Context: an optimization exercise on an open-source flow, tuned for small area, a short achievable clock period and few clock cycles per item. The choices shown serve that exercise and are no tape-out recipe. No functional check of the RTL was part of any run shown here. Power and IR drop assume default switching activity.

==> design/flow/design.v <==
`timescale 1ns/1ps
module dut(
    clk    ,
    rst_n  ,
    addr   ,
    din    ,
    rw     ,
    enable ,
    dout   ,
    txd    ,
    tx_vld ,
    rxd    ,
    rx_vld
);
input         clk    ;
input         rst_n  ;
input  [7:0 ] addr   ;
input  [31:0] din    ;
input         rw     ;
input         enable ;
output [31:0] dout   ;
input  [7:0 ] rxd    ;
input         rx_vld ;
output [7:0 ] txd    ;
output        tx_vld ;
reg  [7:0 ] txd  ;
reg         tx_vld ;
function lt10;
    input [9:0] a;
    input [9:0] b;
    integer k;
    reg r;
    begin
        r = 1'b0;
        for (k = 0; k < 10; k = k + 1)
            r = (~a[k] & b[k]) | ((~a[k] | b[k]) & r);
        lt10 = r;
    end
endfunction
reg         pkt_en ;
reg  [8:0 ] min_pkt_size ;    
reg  [9:0 ] max_pkt_size ;
wire        write = ~rw & enable;
wire [9:0 ] d     = din[9:0];
always @(posedge clk or negedge rst_n) begin
    if (!rst_n) begin
        pkt_en       <= 1'b0;
        min_pkt_size <= 9'd64;
        max_pkt_size <= 10'd512;
    end
    else if (write) begin
        if (addr == 8'h0)
            pkt_en <= d[0];
        if ((addr == 8'h4) && (|d[9:6]) && lt10(d, max_pkt_size))
            min_pkt_size <= d[8:0];
        if ((addr == 8'h8) && (~d[9] | ~|d[8:0]) && lt10({1'b0, min_pkt_size}, d))
            max_pkt_size <= d;
    end
end
assign dout[31:10] = 22'h0;
genvar g;
generate
    for (g = 0; g < 10; g = g + 1) begin : g_dout
        wire z76, z54, z10, nz, s8, s4, w;
        g_nor2   u_z76 (.a(addr[7]), .b(addr[6]), .y(z76));
        g_nor2   u_z54 (.a(addr[5]), .b(addr[4]), .y(z54));
        g_nor2   u_z10 (.a(addr[1]), .b(addr[0]), .y(z10));
        g_nand3  u_nz  (.a(z76), .b(z54), .c(z10), .y(nz));       
        g_nor2b  u_s8  (.a(addr[2]), .bn(addr[3]), .y(s8));       
        if (g == 0) begin : g_b0
            wire s0;
            g_nor2b  u_s4 (.a(addr[3]), .bn(addr[2]), .y(s4));    
            g_nor2   u_s0 (.a(addr[3]), .b(addr[2]), .y(s0));     
            g_a222oi u_w  (.a1(s8), .a2(max_pkt_size[0]), .b1(s4), .b2(min_pkt_size[0]), .c1(s0), .c2(pkt_en), .y(w));
        end
        else if (g < 9) begin : g_b
            g_nor2b  u_s4 (.a(addr[3]), .bn(addr[2]), .y(s4));
            g_a22oi  u_w  (.a1(s8), .a2(max_pkt_size[g]), .b1(s4), .b2(min_pkt_size[g]), .y(w));
        end
        else begin : g_b9
            g_nand2  u_w  (.a(s8), .b(max_pkt_size[9]), .y(w));
        end
        g_nor2   u_y   (.a(w), .b(nz), .y(dout[g]));
    end
endgenerate
reg  [4095:0] line ;
always @(posedge clk)
    line <= {line[4087:0], rxd};
reg         rx_prev ;    
reg         second ;     
reg  [9:0 ] cnt ;        
reg         over ;       
reg         hdr_ok ;
reg  [4:0 ] tap ;        
reg         pend ;
reg  [3:0 ] wait_cnt ;
wire        frame_end = rx_prev & ~rx_vld;
wire        accept    = pkt_en & hdr_ok & ~over & ~lt10(max_pkt_size, cnt) &
                        ~lt10(cnt, {1'b0, min_pkt_size});
wire        aligned   = (cnt[3:0] == 4'h0);
wire        start     = (frame_end & accept & aligned) | (pend & (wait_cnt == 4'h0));
always @(posedge clk or negedge rst_n) begin
    if (!rst_n) begin
        rx_prev <= 1'b0;
        pend    <= 1'b0;
        tx_vld  <= 1'b0;
    end
    else begin
        rx_prev <= rx_vld;
        if (frame_end & accept & ~aligned)
            pend <= 1'b1;
        else if (start)
            pend <= 1'b0;
        if (start)
            tx_vld <= 1'b1;
        else if (cnt == 10'd1)
            tx_vld <= 1'b0;
    end
end
always @(posedge clk) begin
    second <= rx_vld & ~rx_prev;
    if (rx_vld) begin
        tap <= cnt[8:4];
        if (!rx_prev) begin
            cnt  <= 10'd1;
            over <= 1'b0;
        end
        else begin
            cnt  <= cnt + 10'd1;
            over <= over | cnt[9];
        end
        if (second)
            hdr_ok <= (line[7:0] == 8'h55) & (rxd == 8'hd5);
    end
    else if (tx_vld)
        cnt <= cnt - 10'd1;
    if (frame_end)
        wait_cnt <= ~cnt[3:0];
    else
        wait_cnt <= wait_cnt - 4'd1;
end
reg  [7:0 ] tap_data ;
integer     i ;
always @(*) begin
    tap_data = 8'h0;
    for (i = 3; i < 32; i = i + 1)
        tap_data = tap_data | (line[(16*i+15)*8 +: 8] & {8{tap == i}});
end
always @(posedge clk)
    txd <= tap_data;
endmodule
module g_nor2(a, b, y);
input a, b;
output y;
assign y = ~(a | b);
endmodule
module g_nand2(a, b, y);
input a, b;
output y;
assign y = ~(a & b);
endmodule
module g_nand3(a, b, c, y);
input a, b, c;
output y;
assign y = ~(a & b & c);
endmodule
module g_nor2b(a, bn, y);
input a, bn;
output y;
assign y = ~(a | ~bn);
endmodule
module g_a22oi(a1, a2, b1, b2, y);
input a1, a2, b1, b2;
output y;
assign y = ~((a1 & a2) | (b1 & b2));
endmodule
module g_a222oi(a1, a2, b1, b2, c1, c2, y);
input a1, a2, b1, b2, c1, c2;
output y;
assign y = ~((a1 & a2) | (b1 & b2) | (c1 & c2));
endmodule
==> design/flow/flow/run.sh <==
#!/bin/bash
# The standard layout, with two changes to how ORFS is driven:
#  - clock tree synthesis without dummy loads, with clkbuf_8 clusters of <= 20 sinks
#  - port buffers start as buf_1 (the resizer sizes them up where timing needs it)
set -euo pipefail
export CTS_ARGS="-sink_clustering_enable -repair_clock_nets -buf_list sky130_fd_sc_hd__clkbuf_8 -sink_clustering_size 20 -sink_clustering_max_diameter 50 -dont_use_dummy_load"
export BUFFER_PORTS_ARGS="-buffer_cell sky130_fd_sc_hd__buf_1"
bash standard.sh > flow_make.log 2>&1
==> design/flow/standard.sh <==
#!/bin/bash
# synth_recipe.tcl (not shown) runs the flow's synth.tcl, then flattens the netlist and writes it again
# the make line also repeats each setting of config.mk as NAME=value (left out here)
make -C /OpenROAD-flow-scripts/flow DESIGN_CONFIG=/design/flow/config.mk WORK_HOME=/design/flow/orfs CLKGATE_MAP_FILE= SYNTH_SCRIPT=/design/flow/synth_recipe.tcl "${@:-finish}"
==> design/flow/config.mk <==
export PLATFORM = sky130hd
export DESIGN_NAME = dut
export DESIGN_NICKNAME = dut
export VERILOG_FILES = /design/flow/design.v
export SDC_FILE = /design/flow/constraint.sdc
export NUM_CORES = 8
export LEC_CHECK = 0
export CAP_MARGIN = 40
export CORE_MARGIN = 2
export CORE_UTILIZATION = 60
export CTS_BUF_LIST = sky130_fd_sc_hd__clkbuf_8
export CTS_CLUSTER_DIAMETER = 50
export CTS_CLUSTER_SIZE = 20
export PLACE_DENSITY = 0.7
export SETUP_SLACK_MARGIN = 5
export SLEW_MARGIN = 40
export SYNTH_HIERARCHICAL = 1
export SYNTH_MINIMUM_KEEP_SIZE = 0
==> design/flow/constraint.sdc <==
create_clock -name core_clock -period 9.0 [get_ports {clk}]
set_input_delay 1.8000 -clock core_clock [delete_from_list [all_inputs] [get_ports {clk}]]
set_output_delay 1.8000 -clock core_clock [all_outputs]
set_load 0.01 [all_outputs]
==> impl_metrics.env, run 1 <==
export IMPL_drv_cap=0
export IMPL_ctsHoldBuffers=0
export IMPL_htree_levels=4
export IMPL_clk_pin_slew_ps=100
export IMPL_period_share=0.5021
export IMPL_grt_overflow_total=0
export IMPL_grt_usage=0.1540
export IMPL_min_path_type="flip-flop to flip-flop"
export IMPL_die_area_sq_mm=0.1490
export IMPL_clk_latency_ps=970
export IMPL_crit_family="buffers and inverters"
export IMPL_hpwlAfterDp_microns=69360
export IMPL_via_per_inst=4.452
export IMPL_cpMaxStageDelayCell="a222oi_1"
export IMPL_async_flop_share=0.005544
export IMPL_drv_slew=0
export IMPL_relSlewSlack=0.3730
export IMPL_fin_ws_ps=4481
export IMPL_dp_cells=6735
export IMPL_dp_slack_ps=4039
export IMPL_syn_area_per_cell_sq_um=18.34
export IMPL_hold_viol_final=0
export IMPL_antenna_found_initial=13
export IMPL_fin_nets=5118
export IMPL_portBuffers=49
export IMPL_syn2layout_area_growth_pct=6.846
export IMPL_die_x_microns=386.1
export IMPL_io_pins=94
export IMPL_ys_types=81
export IMPL_arrival_ps=2720
export IMPL_critPathBufInv=3
export IMPL_syn_inst=4774
export IMPL_drt_iter0_markers=1575
export IMPL_yosys_register_bits=4149
export IMPL_cts_root_buffer="clkbuf_8"
export IMPL_grt_start_max_net_pins=36
export IMPL_synth_edf_count=17
export IMPL_syn_area_sq_mm=0.08758
export IMPL_finalSetupViolCount=0
export IMPL_seq_area_frac_synth=0.9517
export IMPL_worstSetupStartpointType="input port"
export IMPL_num_fill_cells=9746
export IMPL_grt_pass1_wl_microns=171800
export IMPL_wl_per_cell_microns=16.26
export IMPL_cts_tree="done"
export IMPL_detail_route_first_pass_iterations=5
export IMPL_coreArea_sq_mm=0.1452
export IMPL_ant_nets=0
export IMPL_power_leakage_nw=37.02
export IMPL_cp_required_ps=7200
export IMPL_cts_sinks=4149
export IMPL_slowest_delay_ps=350
export IMPL_rsz0062_at_grt="yes"
export IMPL_drive_above_1_share=0.07079
export IMPL_fin_cells=6984
export IMPL_wl_microns=113600
export IMPL_fmax_mhz=221.3
export IMPL_fin_util=0.6444
export IMPL_initial_core_util=0.6031
export IMPL_grt_pass1_vias=30260
export IMPL_multiInputGateArea_sq_mm=0.003996
export IMPL_p_total_w=0.02585
export IMPL_path_cells="buf_8, buf_12, nor2b_4, a222oi_1, nor2_1, buf_2"
export IMPL_outcome="finished clean"
export IMPL_fin_tns_setup_ps=0
export IMPL_die_h_microns=386.1
export IMPL_finClkSkew_ps=115.8
export IMPL_rows=140
export IMPL_vias=31100
export IMPL_peakVddDrop_mv=0.1911
export IMPL_period_needed_ps=4519
export IMPL_cellPowerDensity_mw_per_mm2=276.3
export IMPL_path_class="input port to output port"
export IMPL_clk_path_buf_depth=3
export IMPL_gp_congestion=0.7838
export IMPL_endpoint_kind="output port"
export IMPL_cts_buffers=233
export IMPL_path_max_fanout=2
export IMPL_seqCellArea_sq_mm=0.08335
export IMPL_yosysWarnings=7
export IMPL_drc=0
export IMPL_ys_flop_type="dfxtp_1"
export IMPL_worst_pin_slew_ps=939.5
[final cells by class]
type | count | area share
diodes | 10 | 0.0002674
clock buffers | 233 | 0.03427
inverters | 20 | 0.0008023
multi-input cells | 577 | 0.04271
flip-flops and latches | 4149 | 0.8907
well taps | 1917 | 0.02563
repair buffers | 78 | 0.005616
[cell usage in the layout (no fill, tap or decap), types with 12 or more instances in the layout]
cell,instances
inv_1,19
a22oi_1,60
nand4_1,12
o21ai_0,20
nand2b_1,20
buf_2,15
conb_1,22
edfxtp_1,17
nand2_1,46
clkbuf_8,233
a21oi_1,20
nor2_1,83
dfxtp_1,4109
nand3_1,34
nor2b_4,19
a221oi_1,13
dfrtp_1,21
nor3_1,17
buf_4,23
nor2b_1,15
buf_1,32
[Yosys cell counts (5+ instances only)]
master / count / area share
dfxtp_1: 4109 / 0.94
nor2_1: 96 / 0.0041
a22oi_1: 60 / 0.0051
nand2_1: 46 / 0.0020
nand3_1: 34 / 0.0019
buf_4: 30 / 0.0026
dfrtp_1: 21 / 0.0060
a21oi_1: 20 / 0.0011
nand2b_1: 20 / 0.0014
o21ai_0: 20 / 0.0011
inv_1: 19 / 0.00081
nor2b_4: 19 / 0.0030
edfxtp_1: 17 / 0.0058
nor3_1: 17 / 0.00097
nor2b_1: 16 / 0.0011
a221oi_1: 13 / 0.0013
clkbuf_1: 13 / 0.00056
nand4_1: 12 / 0.00086
mux2_1: 10 / 0.0013
mux2i_1: 10 / 0.0011
o22ai_1: 10 / 0.00071
a22o_1: 9 / 0.00090
mux2_4: 9 / 0.0015
a22oi_2: 8 / 0.0011
a222oi_1: 6 / 0.00069
ha_1: 6 / 0.00086
nand3b_1: 6 / 0.00051
a2111oi_0: 5 / 0.00050
a32oi_1: 5 / 0.00050
buf_2: 5 / 0.00029
mux2_2: 5 / 0.00064
nor4_1: 5 / 0.00036
xor2_1: 5 / 0.00050
[kinds of logic (layout without fill, tap and decap cells)]
group	after synthesis	after routing	synth area share
other cells	1	32	0.00004282
fa+ha+maj	14	14	0.001829
compound gates	197	197	0.01764
flops	4149	4149	0.9517
simple gates	304	304	0.01919
mux	34	34	0.004615
buf+inv	69	331	0.004400
xor+xnor	6	6	0.0006000
[Yosys stat by module (local to each module, per instance)]
module	copies in the design	area, sq um	cells	flops+latches
g_nor2b	19	13.76	1	0
dut	1	87000	4694	4149
g_nor2	41	3.754	1	0
g_a22oi	8	12.51	1	0
g_nand2	1	3.754	1	0
g_nand3	10	5.005	1	0
g_a222oi	1	10.01	1	0
[routing by layer]
layer,global-route usage,up-vias,share of wire
li1,-,15470,-
met1,0.2274,14800,0.51
met2,0.2191,588,0.41
met3,0.03568,234,0.049
met4,0.06536,0,0.035
met5,0,-,0
[worst reg2reg max path, delay by kind of cell, from the launching register on]
family          cells  cell delay (ps)
flops               1              770
buf+inv             1              460
simple gates        4             1540
compound gates      2              320
[stage by stage]
stage               area (sq um)  hold slack (ps)
floorplan                  87660            309.6
global placement           90150            309.5
detailed placement         90170            312.1
CTS                        93540            236.5
global route               93560            236.3
finish                     93570            239.0
[sequential cells by signal, summed over array words and instances, names as in the netlist, 4 cells and up]
register / count
cnt: 10
wait_cnt: 4
tap: 5
min_pkt_size: 9
txd: 8
line: 4096
max_pkt_size: 10
[power breakdown]
part / internal (W) / switching, W / total (W)
Clock: 0.00232 / 0.00477 / 0.00710
Sequential: 0.0185 / 0.0000532 / 0.0185
Combinational: 0.0000696 / 0.000155 / 0.000224
[path summary, 6_finish.rpt]
kind	cells past startpoint	slack [ps]	endpoint	startpoint
max in group asynchronous	2	7780	pkt_en$_DFFE_PN0P_	rst_n
worst max-delay path	6	4480	dout[0]	addr[3]
min in group asynchronous	2	860	rx_prev$_DFF_PN0_	rst_n
worst min register to register	0	240	line[937]$_DFF_P_	line[929]$_DFF_P_
worst max register to register	7	5910	txd[4]$_DFF_P_	tap[3]$_DFFE_PP_
worst min-delay path	0	240	line[937]$_DFF_P_	line[929]$_DFF_P_
[repair_timing]
item | CTS | global route
gates resized for setup | 28 | 2
pin swaps | 11 | 4
setup endpoints to repair | 10 | 10
buffers inserted | 5 | 0
cloned | 1 | 0
==> run 2: changes to the inputs <==
--- a/design/flow/design.v
+++ b/design/flow/design.v
@@ -61,26 +61,26 @@
 genvar g;
 generate
     for (g = 0; g < 10; g = g + 1) begin : g_dout
-        wire z76, z54, z10, nz, s8, s4, w;
+        wire z76, z54, z10, nz, n8;
         g_nor2   u_z76 (.a(addr[7]), .b(addr[6]), .y(z76));
         g_nor2   u_z54 (.a(addr[5]), .b(addr[4]), .y(z54));
         g_nor2   u_z10 (.a(addr[1]), .b(addr[0]), .y(z10));
         g_nand3  u_nz  (.a(z76), .b(z54), .c(z10), .y(nz));       
-        g_nor2b  u_s8  (.a(addr[2]), .bn(addr[3]), .y(s8));       
+        g_nand3b u_n8  (.an(addr[2]), .b(addr[3]), .c(max_pkt_size[g]), .y(n8));
         if (g == 0) begin : g_b0
-            wire s0;
-            g_nor2b  u_s4 (.a(addr[3]), .bn(addr[2]), .y(s4));    
-            g_nor2   u_s0 (.a(addr[3]), .b(addr[2]), .y(s0));     
-            g_a222oi u_w  (.a1(s8), .a2(max_pkt_size[0]), .b1(s4), .b2(min_pkt_size[0]), .c1(s0), .c2(pkt_en), .y(w));
+            wire n4, n0;
+            g_nand3b u_n4 (.an(addr[3]), .b(addr[2]), .c(min_pkt_size[0]), .y(n4));
+            g_or3b   u_n0 (.a(addr[3]), .b(addr[2]), .cn(pkt_en), .x(n0));
+            g_a31oi  u_y  (.a1(n8), .a2(n4), .a3(n0), .b1(nz), .y(dout[0]));
         end
         else if (g < 9) begin : g_b
-            g_nor2b  u_s4 (.a(addr[3]), .bn(addr[2]), .y(s4));
-            g_a22oi  u_w  (.a1(s8), .a2(max_pkt_size[g]), .b1(s4), .b2(min_pkt_size[g]), .y(w));
+            wire n4;
+            g_nand3b u_n4 (.an(addr[3]), .b(addr[2]), .c(min_pkt_size[g]), .y(n4));
+            g_a21oi  u_y  (.a1(n8), .a2(n4), .b1(nz), .y(dout[g]));
         end
         else begin : g_b9
-            g_nand2  u_w  (.a(s8), .b(max_pkt_size[9]), .y(w));
+            g_nor2   u_y  (.a(n8), .b(nz), .y(dout[9]));
         end
-        g_nor2   u_y   (.a(w), .b(nz), .y(dout[g]));
     end
 endgenerate
 reg  [4095:0] line ;
@@ -154,28 +154,28 @@
 output y;
 assign y = ~(a | b);
 endmodule
-module g_nand2(a, b, y);
-input a, b;
-output y;
-assign y = ~(a & b);
-endmodule
 module g_nand3(a, b, c, y);
 input a, b, c;
 output y;
 assign y = ~(a & b & c);
 endmodule
-module g_nor2b(a, bn, y);
-input a, bn;
+module g_nand3b(an, b, c, y);
+input an, b, c;
 output y;
-assign y = ~(a | ~bn);
+assign y = ~(~an & b & c);
 endmodule
-module g_a22oi(a1, a2, b1, b2, y);
-input a1, a2, b1, b2;
+module g_or3b(a, b, cn, x);
+input a, b, cn;
+output x;
+assign x = a | b | ~cn;
+endmodule
+module g_a21oi(a1, a2, b1, y);
+input a1, a2, b1;
 output y;
-assign y = ~((a1 & a2) | (b1 & b2));
+assign y = ~((a1 & a2) | b1);
 endmodule
-module g_a222oi(a1, a2, b1, b2, c1, c2, y);
-input a1, a2, b1, b2, c1, c2;
+module g_a31oi(a1, a2, a3, b1, y);
+input a1, a2, a3, b1;
 output y;
-assign y = ~((a1 & a2) | (b1 & b2) | (c1 & c2));
+assign y = ~((a1 & a2 & a3) | b1);
 endmodule
==> run 2 against run 1 <==
Effect of this change: largest cell class unchanged; global-route usage rose by 0.10 points; wire length rose by 0.66%; sequential power about the same; non-clock buffer count fell by 2; hold slack barely moved; still clean; clock-buffer cell count increased by 2.
==> impl_metrics.env, run 2 <==
export IMPL_initial_core_util=0.6018
export IMPL_min_path_type="flip-flop to flip-flop"
export IMPL_die_area_sq_mm=0.1487
export IMPL_grt_start_max_net_pins=35
export IMPL_final_common_cell="dfxtp_1"
export IMPL_peakVddDrop_mv=0.2246
export IMPL_coreArea_sq_mm=0.1452
export IMPL_cp_required_ps=7200
export IMPL_cellPowerDensity_mw_per_mm2=276.7
export IMPL_grt_pass1_vias=30030
export IMPL_ant_nets=0
export IMPL_syn_area_per_cell_sq_um=18.34
export IMPL_regMostFlops="line"
export IMPL_arrival_ps=2590
export IMPL_grt_use_met1=0.2310
export IMPL_switching_share=0.1925
export IMPL_reg_top3="line: 4096 flops, cnt: 10 flops, max_pkt_size: 10 flops"
export IMPL_syn_inst=4764
export IMPL_power_leakage_nw=36.91
export IMPL_grtUsageMet2=0.2252
export IMPL_die_h_microns=385.7
export IMPL_cpMaxStageDelayCell="or3b_4"
export IMPL_slowest_delay_ps=390
export IMPL_wl_per_cell_microns=16.39
export IMPL_yosysWarnings=7
export IMPL_finalSetupViolCount=0
export IMPL_period_needed_ps=4392
export IMPL_grt_util_met3=0.03454
export IMPL_synth_common_cells="dfxtp_1 (4109), nor2_1 (86), a22oi_1 (60)"
export IMPL_synth_area_leaders="dfxtp_1 (94%), dfrtp_1 (0.60%), edfxtp_1 (0.58%), a22oi_1 (0.52%), nor2_1 (0.37%)"
export IMPL_path_class="input port to output port"
export IMPL_ys_types=79
export IMPL_fin_cells=6973
export IMPL_clk_latency_ps=970
export IMPL_fin_nets=5108
export IMPL_synth_top_cell_area_share=0.9412
export IMPL_cts_root_buffer="clkbuf_8"
export IMPL_p_clk_frac=0.275
export IMPL_cts_tree="done"
export IMPL_gp_congestion=0.7752
export IMPL_power_frac_comb=0.009
export IMPL_endpoint_kind="output port"
export IMPL_wl_microns=114300
export IMPL_finClkSkew_ps=111.6
export IMPL_worst_pin_slew_ps=956.3
export IMPL_path_max_fanout=6
export IMPL_detail_route_first_pass_iterations=7
export IMPL_fin_tns_setup_ps=0
export IMPL_layout_common_cells="dfxtp_1 (4109), clkbuf_8 (235), nor2_1 (69), a22oi_1 (60), nand2_1 (45)"
export IMPL_async_flop_share=0.005544
export IMPL_grt_overflow_total=0
export IMPL_drive_above_1_share=0.06895
export IMPL_grt_usage=0.1550
export IMPL_drv_slew=0
export IMPL_portBuffers=49
export IMPL_clk_pin_slew_ps=100
export IMPL_synth_edf_count=17
export IMPL_grt_busiest_layer="met1"
export IMPL_drv_cap=0
export IMPL_num_fill_cells=9680
export IMPL_htree_levels=4
export IMPL_fmax_mhz=227.7
export IMPL_p_total_w=0.02587
export IMPL_drt_iter0_markers=1507
export IMPL_rows=140
export IMPL_path_cells="buf_12, or3b_4, a31oi_4, buf_6"
export IMPL_hpwlAfterDp_microns=69460
export IMPL_syn2layout_area_growth_pct=6.978
export IMPL_worstSetupStartpointType="input port"
export IMPL_largest_reg_flops=4096
export IMPL_vias=31110
export IMPL_internal_power_w=0.02089
export IMPL_drc=0
export IMPL_die_x_microns=385.7
export IMPL_seq_area_frac_synth=0.9537
export IMPL_outcome="finished clean"
export IMPL_dp_cells=6721
export IMPL_via_per_inst=4.461
export IMPL_clk_path_buf_depth=3
export IMPL_synth_most_common_cell="dfxtp_1"
export IMPL_rsz0062_at_grt="yes"
export IMPL_io_pins=94
export IMPL_yosys_register_bits=4149
export IMPL_relSlewSlack=0.3618
export IMPL_antenna_found_initial=11
export IMPL_period_share=0.4880
export IMPL_cts_sinks=4149
export IMPL_cts_buffers=235
export IMPL_yosysTopAreaCell="dfxtp_1"
export IMPL_hold_viol_final=0
export IMPL_ys_flop_type="dfxtp_1"
export IMPL_p_seq_frac=0.717
export IMPL_syn_area_sq_mm=0.08739
export IMPL_grt_pass1_wl_microns=172200
export IMPL_p_switching_w=0.004981
[run 2: changes by cell type after synthesis, moves of 8 or more]
cell	change
nor2b_4	-19
nand3b_1	+19
a21oi_2	+8
nor2_1	-10
a22oi_2	-8
[run 2: power groups by stage]
stage	clock [W]	combinational [W]	sequential, W
6_report	0.00711	0.000221	0.0185
5_1_grt	0.00798	0.000234	0.0186
4_1_cts	0.00736	0.000216	0.0185
3_5_place_dp	0	0.000208	0.0190
3_3_place_gp	0	0.000200	0.0190
2_1_floorplan	0	0.000126	0.0189
[run 2: modules after synthesis (local to each module, per instance)]
module    flops+latches  copies in the design  area [sq um]
g_nand3b              0                    19         7.507
g_or3b                0                     1         8.758
g_nand3               0                    10         5.005
dut                4149                     1         87000
g_nor2                0                    31         3.754
g_a31oi               0                     1         6.256
g_a21oi               0                     8         8.758
[run 2: final timing paths]
path	start	to	slack [ps]	cells after the start
min in group asynchronous	rst_n	min_pkt_size[1]$_DFFE_PN0P_	860	2
setup reg to reg	tap[3]$_DFFE_PP_	txd[4]$_DFF_P_	5710	7
hold / removal	line[246]$_DFF_P_	line[254]$_DFF_P_	240	0
setup / recovery	addr[2]	dout[0]	4610	4
hold reg to reg	line[246]$_DFF_P_	line[254]$_DFF_P_	240	0
max in group asynchronous	rst_n	max_pkt_size[9]$_DFFE_PN1P_	7750	2
[run 2: logic make-up (layout without fill, tap and decap cells)]
| group | after synthesis | in the layout | share of synthesized area |
|---|---|---|---|
| xor gates and xnor gates | 6 | 6 | 0.0006013 |
| other | 1 | 31 | 0.00004291 |
| muxes | 34 | 34 | 0.004624 |
| adders and majority gates | 14 | 14 | 0.001833 |
| AOI/OAI and AO/OA | 197 | 197 | 0.01729 |
| buffers and inverters | 69 | 331 | 0.004410 |
| and+or+nand+nor | 294 | 294 | 0.01750 |
| DFF | 4149 | 4149 | 0.9537 |
[run 2: final cells by class]
cell class / instances / area, sq um / share of cell area
sequential: 4149 / 83350 / 0.8915
multi-input combinational: 567 / 3879 / 0.04149
clock buffer: 235 / 3234 / 0.03459
tap: 1917 / 2399 / 0.02566
timing repair buffer: 76 / 535.5 / 0.005728
inverter: 20 / 75.07 / 0.0008030
antenna: 9 / 22.52 / 0.0002409
[run 2: per-layer routing]
layer	part of all wire	wire [microns]	up-vias
met4	0.026	2943	2
met3	0.048	5499	218
met1	0.51	58110	14840
met5	0.000061	7	-
li1	-	-	15460
met2	0.42	47740	584
[run 2: worst max-delay path: cells and delay by family]
| kind | cells | cell delay (ps) |
|---|---|---|
| simple gates | 1 | 390 |
| buf+inv | 2 | 240 |
| compound gates | 1 | 160 |
[run 2: metrics by stage]
step / util / hold WS [ps] / worst slack (ps) / instance area, sq um
2_1_floorplan: - / 309.6 / 4841 / 87480
3_3_place_gp: 0.6194 / 309.5 / 4149 / 89940
3_5_place_dp: 0.6197 / 312.1 / 4138 / 89980
4_1_cts: 0.6430 / 218.8 / 4543 / 93370
5_1_grt: 0.6437 / 226.8 / 4590 / 93470
6_report: 0.6438 / 238.6 / 4608 / 93490
[run 2: timing repair]
item	in CTS	in global routing
resized for setup	39	19
pin swaps	9	8
buffers inserted	2	4
setup endpoints to repair	10	10
gates cloned	2	0
hold buffers	0	0
==> run 3: changes to the inputs <==
--- a/design/flow/design.v
+++ b/design/flow/design.v
@@ -58,28 +58,36 @@
     end
 end
 assign dout[31:10] = 22'h0;
+wire [9:0] do76, do54, do10, dn8, dn4;
 genvar g;
 generate
     for (g = 0; g < 10; g = g + 1) begin : g_dout
-        wire z76, z54, z10, nz, n8;
-        g_nor2   u_z76 (.a(addr[7]), .b(addr[6]), .y(z76));
-        g_nor2   u_z54 (.a(addr[5]), .b(addr[4]), .y(z54));
-        g_nor2   u_z10 (.a(addr[1]), .b(addr[0]), .y(z10));
-        g_nand3  u_nz  (.a(z76), .b(z54), .c(z10), .y(nz));       
-        g_nand3b u_n8  (.an(addr[2]), .b(addr[3]), .c(max_pkt_size[g]), .y(n8));
+        if (g < 9) begin : g_n
+            g_nand3b u_n8 (.an(addr[2]), .b(addr[3]), .c(max_pkt_size[g]), .y(dn8[g]));
+            g_nand3b u_n4 (.an(addr[3]), .b(addr[2]), .c(min_pkt_size[g]), .y(dn4[g]));
+        end
         if (g == 0) begin : g_b0
-            wire n4, n0;
-            g_nand3b u_n4 (.an(addr[3]), .b(addr[2]), .c(min_pkt_size[0]), .y(n4));
+            wire n0, z;
             g_or3b   u_n0 (.a(addr[3]), .b(addr[2]), .cn(pkt_en), .x(n0));
-            g_a31oi  u_y  (.a1(n8), .a2(n4), .a3(n0), .b1(nz), .y(dout[0]));
+            g_nor2   u_z76 (.a(addr[7]), .b(addr[6]), .y(do76[0]));
+            g_nor2   u_z54 (.a(addr[5]), .b(addr[4]), .y(do54[0]));
+            g_nand2  u_z (.a(do76[0]), .b(do54[0]), .y(z));
+            g_or2    u_o10 (.a(addr[1]), .b(addr[0]), .x(do10[0]));
+            g_a311oi u_y (.a1(dn8[0]), .a2(dn4[0]), .a3(n0), .b1(z), .c1(do10[0]), .y(dout[0]));
         end
         else if (g < 9) begin : g_b
-            wire n4;
-            g_nand3b u_n4 (.an(addr[3]), .b(addr[2]), .c(min_pkt_size[g]), .y(n4));
-            g_a21oi  u_y  (.a1(n8), .a2(n4), .b1(nz), .y(dout[g]));
+            g_or2    u_o76 (.a(addr[7]), .b(addr[6]), .x(do76[g]));
+            g_or2    u_o54 (.a(addr[5]), .b(addr[4]), .x(do54[g]));
+            g_or2    u_o10 (.a(addr[1]), .b(addr[0]), .x(do10[g]));
+            g_a2111oi u_y (.a1(dn8[g]), .a2(dn4[g]), .b1(do76[g]), .c1(do54[g]), .d1(do10[g]), .y(dout[g]));
         end
         else begin : g_b9
-            g_nor2   u_y  (.a(n8), .b(nz), .y(dout[9]));
+            wire t8, z76, z54, z10;
+            g_and3b u_t8  (.an(addr[2]), .b(addr[3]), .c(max_pkt_size[9]), .y(t8));
+            g_nor2  u_z76 (.a(addr[7]), .b(addr[6]), .y(z76));
+            g_nor2  u_z54 (.a(addr[5]), .b(addr[4]), .y(z54));
+            g_nor2  u_z10 (.a(addr[1]), .b(addr[0]), .y(z10));
+            g_and4  u_y (.a(t8), .b(z76), .c(z54), .d(z10), .x(dout[9]));
         end
     end
 endgenerate
@@ -154,10 +162,20 @@
 output y;
 assign y = ~(a | b);
 endmodule
-module g_nand3(a, b, c, y);
-input a, b, c;
-output y;
-assign y = ~(a & b & c);
+module g_nand2(a, b, y);
+input a, b;
+output y;
+assign y = ~(a & b);
+endmodule
+module g_or2(a, b, x);
+input a, b;
+output x;
+assign x = a | b;
+endmodule
+module g_and3b(an, b, c, y);
+input an, b, c;
+output y;
+assign y = ~an & b & c;
 endmodule
 module g_nand3b(an, b, c, y);
 input an, b, c;
@@ -169,13 +187,18 @@
 output x;
 assign x = a | b | ~cn;
 endmodule
-module g_a21oi(a1, a2, b1, y);
-input a1, a2, b1;
-output y;
-assign y = ~((a1 & a2) | b1);
-endmodule
-module g_a31oi(a1, a2, a3, b1, y);
-input a1, a2, a3, b1;
-output y;
-assign y = ~((a1 & a2 & a3) | b1);
-endmodule
+module g_a2111oi(a1, a2, b1, c1, d1, y);
+input a1, a2, b1, c1, d1;
+output y;
+assign y = ~((a1 & a2) | b1 | c1 | d1);
+endmodule
+module g_a311oi(a1, a2, a3, b1, c1, y);
+input a1, a2, a3, b1, c1;
+output y;
+assign y = ~((a1 & a2 & a3) | b1 | c1);
+endmodule
+module g_and4(a, b, c, d, x);
+input a, b, c, d;
+output x;
+assign x = a & b & c & d;
+endmodule
==> run 3 against run 2 <==
Effect of this change: the layout now fails its checks (antenna violations); final cell count about the same; clock-buffer cell count decreased by 2; setup slack got worse by 110 ps; power decreased by 0.26%; flip-flop and latch count unchanged; clock power decreased by 0.6%; sequential power about the same; largest power group unchanged; highest routed layer is now met4.
==> impl_metrics.env, run 3 <==
export IMPL_outcome="finished with violations"
export IMPL_failed_checks="antenna violations"
export IMPL_rows=140
export IMPL_antenna_found_initial=7
export IMPL_relSlewSlack=0.3452
export IMPL_worst_pin_slew_ps=981.2
export IMPL_wl_microns=108800
export IMPL_power_leakage_nw=37.06
export IMPL_seq_area_frac_synth=0.9537
export IMPL_syn2layout_area_growth_pct=7.197
export IMPL_synth_most_common_cell="dfxtp_1"
export IMPL_hold_viol_final=0
export IMPL_async_flop_share=0.005544
export IMPL_via_per_inst=4.443
export IMPL_die_x_microns=385.7
export IMPL_vias=30980
export IMPL_rsz0062_at_grt="yes"
export IMPL_dp_slack_ps=3950
export IMPL_cts_sinks=4149
export IMPL_grt_pass1_wl_microns=166500
export IMPL_grt_pass1_vias=30010
export IMPL_clk_pin_slew_ps=100
export IMPL_drc=0
export IMPL_largest_reg_flops=4096
export IMPL_grt_usage=0.1480
export IMPL_reg_top3="line: 4096 flops, cnt: 10 flops, max_pkt_size: 10 flops"
export IMPL_endpoint_kind="output port"
export IMPL_fin_cells=6974
export IMPL_cts_root_buffer="clkbuf_8"
export IMPL_ctsHoldBuffers=0
export IMPL_die_area_sq_mm=0.1487
export IMPL_syn_inst=4766
export IMPL_hpwlAfterDp_microns=65220
export IMPL_worstSetupStartpointType="input port"
export IMPL_synth_edf_count=17
export IMPL_initial_core_util=0.6018
export IMPL_drt_iter0_markers=1396
export IMPL_ys_types=71
export IMPL_io_pins=94
export IMPL_yosys_register_bits=4149
export IMPL_grt_overflow_total=0
export IMPL_clk_latency_ps=920
export IMPL_wl_per_cell_microns=15.61
export IMPL_peakVddDrop_mv=0.1730
export IMPL_fmax_mhz=222.2
export IMPL_layout_common_cells="dfxtp_1 (4109), clkbuf_8 (233), nand2_1 (52), a22oi_1 (45), nor2_1 (42)"
export IMPL_ant_nets=1
export IMPL_path_max_fanout=6
export IMPL_synth_area_leaders="dfxtp_1 (94%), dfrtp_1 (0.60%), edfxtp_1 (0.58%), a22oi_1 (0.39%), mux2i_1 (0.26%)"
export IMPL_finalSetupViolCount=0
export IMPL_ys_flop_type="dfxtp_1"
export IMPL_cellPowerDensity_mw_per_mm2=275.4
export IMPL_fin_nets=5105
export IMPL_dp_cells=6720
export IMPL_min_path_type="flip-flop to flip-flop"
export IMPL_drv_slew=0
export IMPL_syn_area_sq_mm=0.08740
export IMPL_drive_above_1_share=0.07018
export IMPL_fin_ws_ps=4499
export IMPL_portBuffers=49
export IMPL_clk_path_buf_depth=3
export IMPL_cts_buffers=233
export IMPL_syn_area_per_cell_sq_um=18.34
export IMPL_path_class="input port to output port"
export IMPL_yosysTopAreaCell="dfxtp_1"
export IMPL_grt_start_max_net_pins=47
export IMPL_regMostFlops="line"
export IMPL_detail_route_first_pass_iterations=5
export IMPL_synth_common_cells="dfxtp_1 (4109), nand2_1 (52), nor2_1 (50)"
export IMPL_finClkSkew_ps=106.3
export IMPL_drv_cap=0
export IMPL_die_h_microns=385.7
export IMPL_gp_congestion=0.7879
export IMPL_period_share=0.5001
export IMPL_synth_top_cell_area_share=0.9412
export IMPL_htree_levels=4
export IMPL_coreArea_sq_mm=0.1452
export IMPL_period_needed_ps=4501
export IMPL_yosysWarnings=7
export IMPL_cts_tree="done"
export IMPL_fin_tns_setup_ps=0
export IMPL_arrival_ps=2700
export IMPL_cp_required_ps=7200
export IMPL_final_common_cell="dfxtp_1"
-- run 3: cell type report --
cell class | count | area [sq um]
Inverter | 29 | 108.9
Fill cell | 9724 | 51530
Tap cell | 1917 | 2399
Clock buffer | 233 | 3207
Antenna cell | 13 | 32.53
Sequential cell | 4149 | 83350
Timing Repair Buffer | 80 | 674.4
Multi-Input combinational cell | 553 | 3918
-- run 3: metal layers --
metal  part of all wire  track usage  wire, microns  vias to the layer above
met4              0.032      0.05837           3464                        0
met3              0.043      0.03000           4684                      224
met2               0.40       0.2094          44030                      559
li1                   -            -              -                    15440
met1               0.52       0.2244          56660                    14760
met5                  0            0              0                        -
-- run 3: report_power, final --
part	internal (W)	switching, W	total [W]	leakage [nW]
clock	0.00232	0.00475	0.00707	1.68
sequential	0.0185	0.0000447	0.0185	33.7
combinational	0.0000694	0.000138	0.000207	1.69
-- run 3: per-stage QoR --
step / total power (W) / hold WS (ps) / utilization / instance area, sq um
2_1_floorplan: 0.01904 / 309.6 / - / 87600
3_3_place_gp: 0.01913 / 309.5 / 0.6204 / 90100
3_5_place_dp: 0.01914 / 312.1 / 0.6206 / 90120
4_1_cts: 0.02606 / 256.6 / 0.6442 / 93550
5_1_grt: 0.02674 / 257.5 / 0.6450 / 93660
6_report: 0.02580 / 251.9 / 0.6452 / 93690
-- run 3: logic make-up after synthesis --
group	synth area share
DFF	0.9537
and+or+nand+nor	0.01595
AOI/OAI and AO/OA	0.01695
buffers and inverters	0.004624
muxes	0.006242
adders and majority gates	0.001918
xor gates and xnor gates	0.0006014
other	0.00004291
-- run 3: timing repair --
action                                  4_1_cts  5_1_grt
pin swaps                                    22       10
gates resized for setup                      45       12
buffers inserted                              1        0
endpoints found under the setup margin       10       10
cloned                                        4        3
-- run 3: path summary, 6_finish.rpt --
check | start | end | slack (ps) | depth (start not counted)
hold reg to reg | line[2054]$_DFF_P_ | line[2062]$_DFF_P_ | 250 | 0
setup reg to reg | tap[0]$_DFFE_PP_ | txd[7]$_DFF_P_ | 5700 | 9
hold / removal | line[2054]$_DFF_P_ | line[2062]$_DFF_P_ | 250 | 0
setup / recovery | addr[6] | dout[6] | 4500 | 4
max in group asynchronous | rst_n | max_pkt_size[9]$_DFFE_PN1P_ | 7770 | 2
min in group asynchronous | rst_n | min_pkt_size[5]$_DFFE_PN0P_ | 850 | 2
-- run 3: critical path, stage by stage --
cell and delay (ps):
buf_12 110, or2_4 250, a2111oi_4 350, buf_2 200
-- run 3: per-module statistics from Yosys (local to each module, per instance) --
module / cells inside / copies in the design
g_nand2: 1 / 1
g_and3b: 1 / 1
g_nor2: 1 / 5
g_and4: 1 / 1
g_a311oi: 1 / 1
dut: 4705 / 1
g_or3b: 1 / 1
g_or2: 1 / 25
g_nand3b: 1 / 18
g_a2111oi: 1 / 8

port drivers added, routing unchanged:
Ports are ideal in the flow. The routed layouts listed here were re-timed in OpenROAD.
Step 1 (the two cells are an assumption about what drives the block):
set clk [get_ports {clk}]
set_driving_cell -lib_cell sky130_fd_sc_hd__clkbuf_16 $clk
set_driving_cell -lib_cell sky130_fd_sc_hd__buf_2 [delete_from_list [all_inputs] $clk]
Step 2 times the ports against the registers' clock, not the clock port: input delays grow and output delays shrink by t, the midpoint of the rising clock arrivals with the driver on.
Slacks: ideal ports / drivers / drivers and shift; pairs: ideal ports / drivers.
run	shift t [ns]	setup WS [ns]	cell pins on the clock port's net
run 1	0.972	4.481 / 4.443 / 4.443	1
run 2	0.974	4.608 / 4.514 / 4.514	1
run 3	0.971	4.499 / 4.371 / 4.371	1
For run 3, which loses most, drivers alone change the setup slack by -0.128 ns; drivers and shift together by -0.128 ns.
